Source: an optimization exercise on an open RTL-to-GDS flow (aim: small area and a short achievable clock period). Production flows keep margins and buffers that such runs may drop.
Function was checked by simulation only, so behaviour that the tests miss may differ from the original.
Power figures rest on the tool's default switching activity, not on a simulated workload.

## flow/config.mk

```make
export PLATFORM = sky130hd
export DESIGN_NAME = PE
export DESIGN_NICKNAME = PE
export VERILOG_FILES = /design/flow/design.v
export SDC_FILE = /design/flow/constraint.sdc
export NUM_CORES = 4
export LEC_CHECK = 0
export CAP_MARGIN = 20
export CORE_MARGIN = 2
export CORE_UTILIZATION = 40
export PLACE_DENSITY = 0.6
export SLEW_MARGIN = 20
```

## flow/constraint.sdc

```tcl
create_clock -name core_clock -period 8.0 [get_ports {clk}]
set_input_delay 1.6000 -clock core_clock [delete_from_list [all_inputs] [get_ports {clk}]]
set_output_delay 1.6000 -clock core_clock [all_outputs]
set_load 0.01 [all_outputs]
```

## flow/design.v

```verilog
module PE #(
    parameter DATA_WIDTH = 16,
    parameter SPARSITY_THRESHOLD = 16'h0010   
)(
    input wire clk,
    input wire rst,
    input wire en,
    input wire mode_residual,  
    input wire signed [DATA_WIDTH-1:0] input_data,
    input wire signed [DATA_WIDTH-1:0] weight_data,
    input wire signed [DATA_WIDTH-1:0] residual_data,
    output reg signed [DATA_WIDTH-1:0] output_data,
    output wire input_sparse,
    output wire weight_sparse,
    output wire computation_skipped,
    output reg [15:0] sparse_count,
    output reg [15:0] total_count
);
    wire input_is_zero, weight_is_zero;
    wire input_is_sparse, weight_is_sparse;
    wire skip_computation;
    wire [DATA_WIDTH-1:0] abs_input_data, abs_weight_data;
    assign abs_input_data = (input_data[DATA_WIDTH-1]) ? -input_data : input_data;
    assign abs_weight_data = (weight_data[DATA_WIDTH-1]) ? -weight_data : weight_data;
    assign input_is_zero = (input_data == 0);
    assign weight_is_zero = (weight_data == 0);
    assign input_is_sparse = (abs_input_data < SPARSITY_THRESHOLD) || input_is_zero;
    assign weight_is_sparse = (abs_weight_data < SPARSITY_THRESHOLD) || weight_is_zero;
    assign skip_computation = input_is_sparse || weight_is_sparse;
    assign input_sparse = input_is_sparse;
    assign weight_sparse = weight_is_sparse;
    assign computation_skipped = skip_computation;
    reg signed [DATA_WIDTH-1:0] mac_result;
    wire signed [DATA_WIDTH-1:0] mult_result;
    assign mult_result = skip_computation ? 0 : input_data * weight_data;
    always @(posedge clk or posedge rst) begin
        if (rst) begin
            mac_result <= 0;
            output_data <= 0;
            sparse_count <= 0;
            total_count <= 0;
        end else if (en) begin
            total_count <= total_count + 1;
            if (skip_computation)
                sparse_count <= sparse_count + 1;
            if (!skip_computation) begin
                mac_result <= mac_result + mult_result;
            end
            if (mode_residual)
                output_data <= mac_result[DATA_WIDTH-1:0] + residual_data;
            else
                output_data <= mac_result[DATA_WIDTH-1:0];
        end
    end
endmodule
module sparse_detection_unit #(
    parameter DATA_WIDTH = 16,
    parameter THRESHOLD = 16'h0010
)(
    input wire signed [DATA_WIDTH-1:0] data_in,
    output wire is_sparse,
    output wire is_zero,
    output wire [DATA_WIDTH-1:0] abs_value
);
    assign abs_value = (data_in[DATA_WIDTH-1]) ? -data_in : data_in;
    assign is_zero = (data_in == 0);
    assign is_sparse = (abs_value < THRESHOLD) || is_zero;
endmodule
```

## flow/run.sh

```bash
#!/bin/bash
# synth_recipe.tcl (not shown) runs the flow's synth.tcl, then flattens the netlist and writes it again
# the make line also repeats each setting of config.mk as NAME=value (left out here)
make -C /OpenROAD-flow-scripts/flow DESIGN_CONFIG=/design/flow/config.mk WORK_HOME=/design/flow/orfs CLKGATE_MAP_FILE= SYNTH_SCRIPT=/design/flow/synth_recipe.tcl finish
```

==> summary.txt <==
-- cells in the final DEF, fill, tap and decap left out, types with 4 or more instances in the layout --
cell	n
sky130_fd_sc_hd__o21ai_0	23
sky130_fd_sc_hd__or2_2	6
sky130_fd_sc_hd__ha_1	91
sky130_fd_sc_hd__o22ai_1	4
sky130_fd_sc_hd__inv_1	144
sky130_fd_sc_hd__nand3_1	16
sky130_fd_sc_hd__fa_1	81
sky130_fd_sc_hd__and2_1	71
sky130_fd_sc_hd__mux2_2	5
sky130_fd_sc_hd__nor2_1	45
sky130_fd_sc_hd__nand2b_1	4
sky130_fd_sc_hd__a21oi_1	38
sky130_fd_sc_hd__or3_1	7
sky130_fd_sc_hd__dlymetal6s2s_1	10
sky130_fd_sc_hd__a21o_1	14
sky130_fd_sc_hd__dfrtp_1	64
sky130_fd_sc_hd__xnor2_1	66
sky130_fd_sc_hd__xor2_1	24
sky130_fd_sc_hd__nand4_1	9
sky130_fd_sc_hd__and3_1	12
sky130_fd_sc_hd__mux2i_1	12
sky130_fd_sc_hd__nor2b_1	12
sky130_fd_sc_hd__nor3_1	11
sky130_fd_sc_hd__clkbuf_16	9
sky130_fd_sc_hd__nand2_1	115
sky130_fd_sc_hd__clkdlybuf4s50_1	92
sky130_fd_sc_hd__o21a_1	5
sky130_fd_sc_hd__buf_4	73
-- flip-flops by register name (all words and copies together) (netlist names) --
| register | flops |
|---|---|
| mac_result | 16 |
| sparse_count | 16 |
| output_data | 16 |
| total_count | 16 |
-- per-stage QoR --
step           total power [W]  instances  setup WS [ns]  TNS, ns  hold slack, ns
6_report               0.00497       1406          0.344        0           0.469
5_1_grt                0.00559       1406        -0.0214  -0.0214           0.503
4_1_cts                0.00496       1406          0.119        0           0.481
3_5_place_dp           0.00458       1391         -0.229   -0.455           0.473
3_3_place_gp           0.00453       1391         -0.136   -0.235           0.461
2_1_floorplan          0.00347        976          0.338        0           0.450
-- power breakdown --
group          internal, W  total (W)  switching (W)
logic              0.00213    0.00407        0.00194
clock network     0.000215   0.000363       0.000147
registers         0.000442   0.000536      0.0000946
-- logic make-up after synthesis --
kind of cell    after synthesis
simple gates                328
buf+inv                     180
mux                          17
fa+ha+maj                   174
compound gates              121
xor+xnor                     92
flops                        64
-- final timing paths --
kind                       slack, ns              end       startpoint  cells after the start
hold / removal                  0.47  total_count[15]  total_count[15]                      1
hold reg to reg                 0.47  total_count[15]  total_count[15]                      1
setup / recovery                0.34   mac_result[15]    input_data[2]                     26
min in group asynchronous       1.83  sparse_count[0]              rst                      3
setup reg to reg                5.03  output_data[14]    mac_result[0]                     12
max in group asynchronous       5.64  output_data[10]              rst                      3
-- cells in the mapped netlist, drive strengths merged (2+ instances only) --
master  instances  area share
o21ai          26       0.015
o22ai           4      0.0029
nand4          10      0.0091
dfrtp          64        0.19
o21a            5      0.0044
mux2            5      0.0066
nor2           46       0.020
inv           145       0.064
ha             93        0.14
nand3          18       0.012
nor4            3      0.0054
a211oi          3      0.0026
and3           12      0.0088
a41oi           2      0.0020
o21bai          3      0.0026
nand3b          2      0.0018
fa             81        0.19
mux2i          12       0.014
nor2b          12      0.0088
nor3b           2      0.0018
a21oi          39       0.023
nand2b          4      0.0029
a31oi           3      0.0022
and4            3      0.0031
nand2         115       0.050
or3             7      0.0051
nor3           11      0.0064
or2             6      0.0044
o31ai           5      0.0066
clkbuf         28       0.012
buf             7      0.0044
and2           72       0.053
a21o           14       0.012
xnor2          67       0.069
a311oi          3      0.0031
xor2           24       0.025
-- area by class of cell --
cell class / count / area, µm²
fillers: 2018 / 10400
multi-input cells: 732 / 6300
flip-flops and latches: 64 / 1600
repair buffers: 175 / 1590
inverters: 145 / 544
well taps: 275 / 344
clock buffers: 10 / 239
clock inverters: 5 / 33.8
-- critical path: stages --
cell                              delay, ns
sky130_fd_sc_hd__clkdlybuf4s50_1       0.48
sky130_fd_sc_hd__buf_4                 0.23
sky130_fd_sc_hd__and2_1                0.18
sky130_fd_sc_hd__fa_1                  0.45
sky130_fd_sc_hd__fa_1                  0.56
sky130_fd_sc_hd__ha_1                  0.14
sky130_fd_sc_hd__inv_1                 0.05
sky130_fd_sc_hd__fa_1                  0.56
sky130_fd_sc_hd__fa_1                  0.44
sky130_fd_sc_hd__fa_1                  0.54
sky130_fd_sc_hd__inv_1                 0.04
sky130_fd_sc_hd__ha_1                  0.33
sky130_fd_sc_hd__nor3_1                0.07
sky130_fd_sc_hd__a221oi_1              0.33
sky130_fd_sc_hd__buf_4                 0.18
sky130_fd_sc_hd__nand4_1               0.12
sky130_fd_sc_hd__and3b_1               0.19
sky130_fd_sc_hd__xor2_1                0.12
sky130_fd_sc_hd__nor2_1                0.06
sky130_fd_sc_hd__ha_1                  0.24
sky130_fd_sc_hd__or2_2                 0.30
sky130_fd_sc_hd__o22ai_1               0.16
sky130_fd_sc_hd__xnor2_1               0.15
sky130_fd_sc_hd__xnor2_1               0.13
sky130_fd_sc_hd__nor2_1                0.06
sky130_fd_sc_hd__xor2_1                0.14
-- metal layers --
| layer | track usage | wire [µm] |
|---|---|---|
| met1 | 0.272 | 9890 |
| met2 | 0.288 | 8910 |
| met3 | 0.0391 | 1280 |
| met4 | 0.0340 | 204 |
| met5 | 0 | 0 |
-- timing repair --
action                                  4_1_cts  5_1_grt
endpoints found under the setup margin        0        3
gates resized for setup                       0       18
buffers inserted                              0        0
==> metrics.csv <==
stage;metric;value;unit
floorplan;core region area;0.0210;mm²
floorplan;DIE WIDTH;150;µm
pwr;total power divided by cell area;466;mW/mm²
clocking;insertion delay of the later-clocked pin in the worst-skew pair;0.33;ns
setup_path;category of the critical setup timing path;input port to register;
clocking;clock slew seen by the registers of the worst setup and hold paths;0.06;ns
logic_synthesis;register area share after synthesis;0.187;
setup_path;Critical Path RT;8.22;ns
logic_synthesis;share of async-settable or async-resettable flops after synthesis;1.00;
cells_and_area;fraction of layout cells with a size suffix above 1;0.103;
route;first drt pass iteration count;7;
logic_synthesis;net count after synthesis;1202;
global_route;number of global-route vias before repair;6770;
outcome;result of the run;complete, no violations;
route;post-route antenna net violation count;0;
clocking;Max H-tree Level;3;
floorplan;effective utilization at floorplan;0.407;
job;# Max-Cap Violations;0;
route;DRC violation count after routing;0;
route;final WL;20.3;mm
timing;highest attainable clock frequency;131;MHz
route;first-iteration detailed-routing DRC count;392;
cells_and_area;Layout area overhead;24.5;%
logic_synthesis;EDFF count, synth;0;
timing;transition at the pin with the smallest max-transition slack;0.955;ns
global_route;largest net degree at the start of global routing;65;
timing;worst slew margin relative to its limit;0.362;
placement;placed instance area;0.0103;mm²
clocking;clock sink total;64;
setup_path;CP endpoint kind;register;
timing;share of the clock period used by the worst path;0.957;
logic_synthesis;multiplexer share of the synthesized area;0.0206;
logic_synthesis;area fraction in compound gates after synthesis;0.0915;
timing;number of endpoints failing setup at the final stage;0;
logic_synthesis;per-instance average area after synthesis;8.77;µm²
logic_synthesis;FF+latch count, synth;64;
logic_synthesis;Syn. warnings;1;
logic_synthesis;simple-gate share of the synthesized area;0.199;
route;total via count after detailed routing;6922;
cells_and_area;# diodes;0;
pwr;peak ir drop on the vdd network;0.000432;V
clocking;Root Buffer;sky130_fd_sc_hd__clkbuf_16;
floorplan;die footprint;0.0226;mm²
route;detail-routed via count per cell;4.92;
worst_hold_path;worst hold path class;register to register;
logic_synthesis;xor/xnor share of the synthesized area;0.0966;
floorplan;# IOs;103;
logic_synthesis;share of synthesized cell area in full adder, half adder and majority cells;0.325;
setup_path;sort of element at the start of the critical path;input port;
timing;Tmin final;7.66;ns
placement;Buffers on Ports;102;
clocking;TritonCTS clock tree;built;
cells_and_area;post-route design area;0.0107;mm²
timing;Final Slew Violations;0;
setup_path;arrival time at the worst endpoint;7.87;ns
logic_synthesis;post-synthesis cell area;0.00856;mm²
clocking;cts-stage hold buffer count;0;
logic_synthesis;combinational family with the most area after synthesis;adder cells;
global_route;global-route wire length before repair;33.5;mm
cells_and_area;number of nets in the final layout;1353;
timing;Clock Skews;0.00615;ns
floorplan;Core Rows;53;
setup_path;worst-path fanout max;14;
floorplan;die boundary height;150;µm
logic_synthesis;most frequently used flop master after synthesis;sky130_fd_sc_hd__dfrtp_1;
logic_synthesis;count of unique library cells instantiated by Yosys;65;
cells_and_area;final design utilization;0.507;
logic_synthesis;synthesized instance count;976;
placement;DP HPWL;16.9;mm
global_route;antenna violations before repair;0;
clocking;Inserted Clock Buffers;9;
clocking;maximum count of clock buffers along a single path;2;
placement;final estimated routing congestion in global placement;0.900;
global_route;Total GRT Usage;0.187;
route;routed wire length per instance;14.4;µm
pwr;reported leakage power;5.27;nW
timing;final-report hold violation count;0;
global_route;remaining global-route overflow;0;

-- re-timing with driven ports --
Ports are ideal in the flow. The routed layout listed here was re-timed in OpenROAD.
Step 1: set_driving_cell puts a clkbuf_16 on clk and a buf_2 on each other input, an assumption about the parent block.
Step 2 moves the port delays by t, midway between the first and last clock arrival at a register: inputs arrive t later, outputs are due t later. That takes back most of the time a late clock gives input paths.
Slacks: ideal ports / drivers / drivers and shift; pairs: ideal ports / drivers.
shift t [ns]: 0.369
slack for setup (ns): 0.344 / 0.357 / -0.013
latest minus earliest clock arrival (ns): 0.007 / 0.007
Met with ideal ports but missed after step 2: setup timing in this run. The setup slack of this run moves by +0.013 ns with the drivers and by -0.357 ns with both steps.
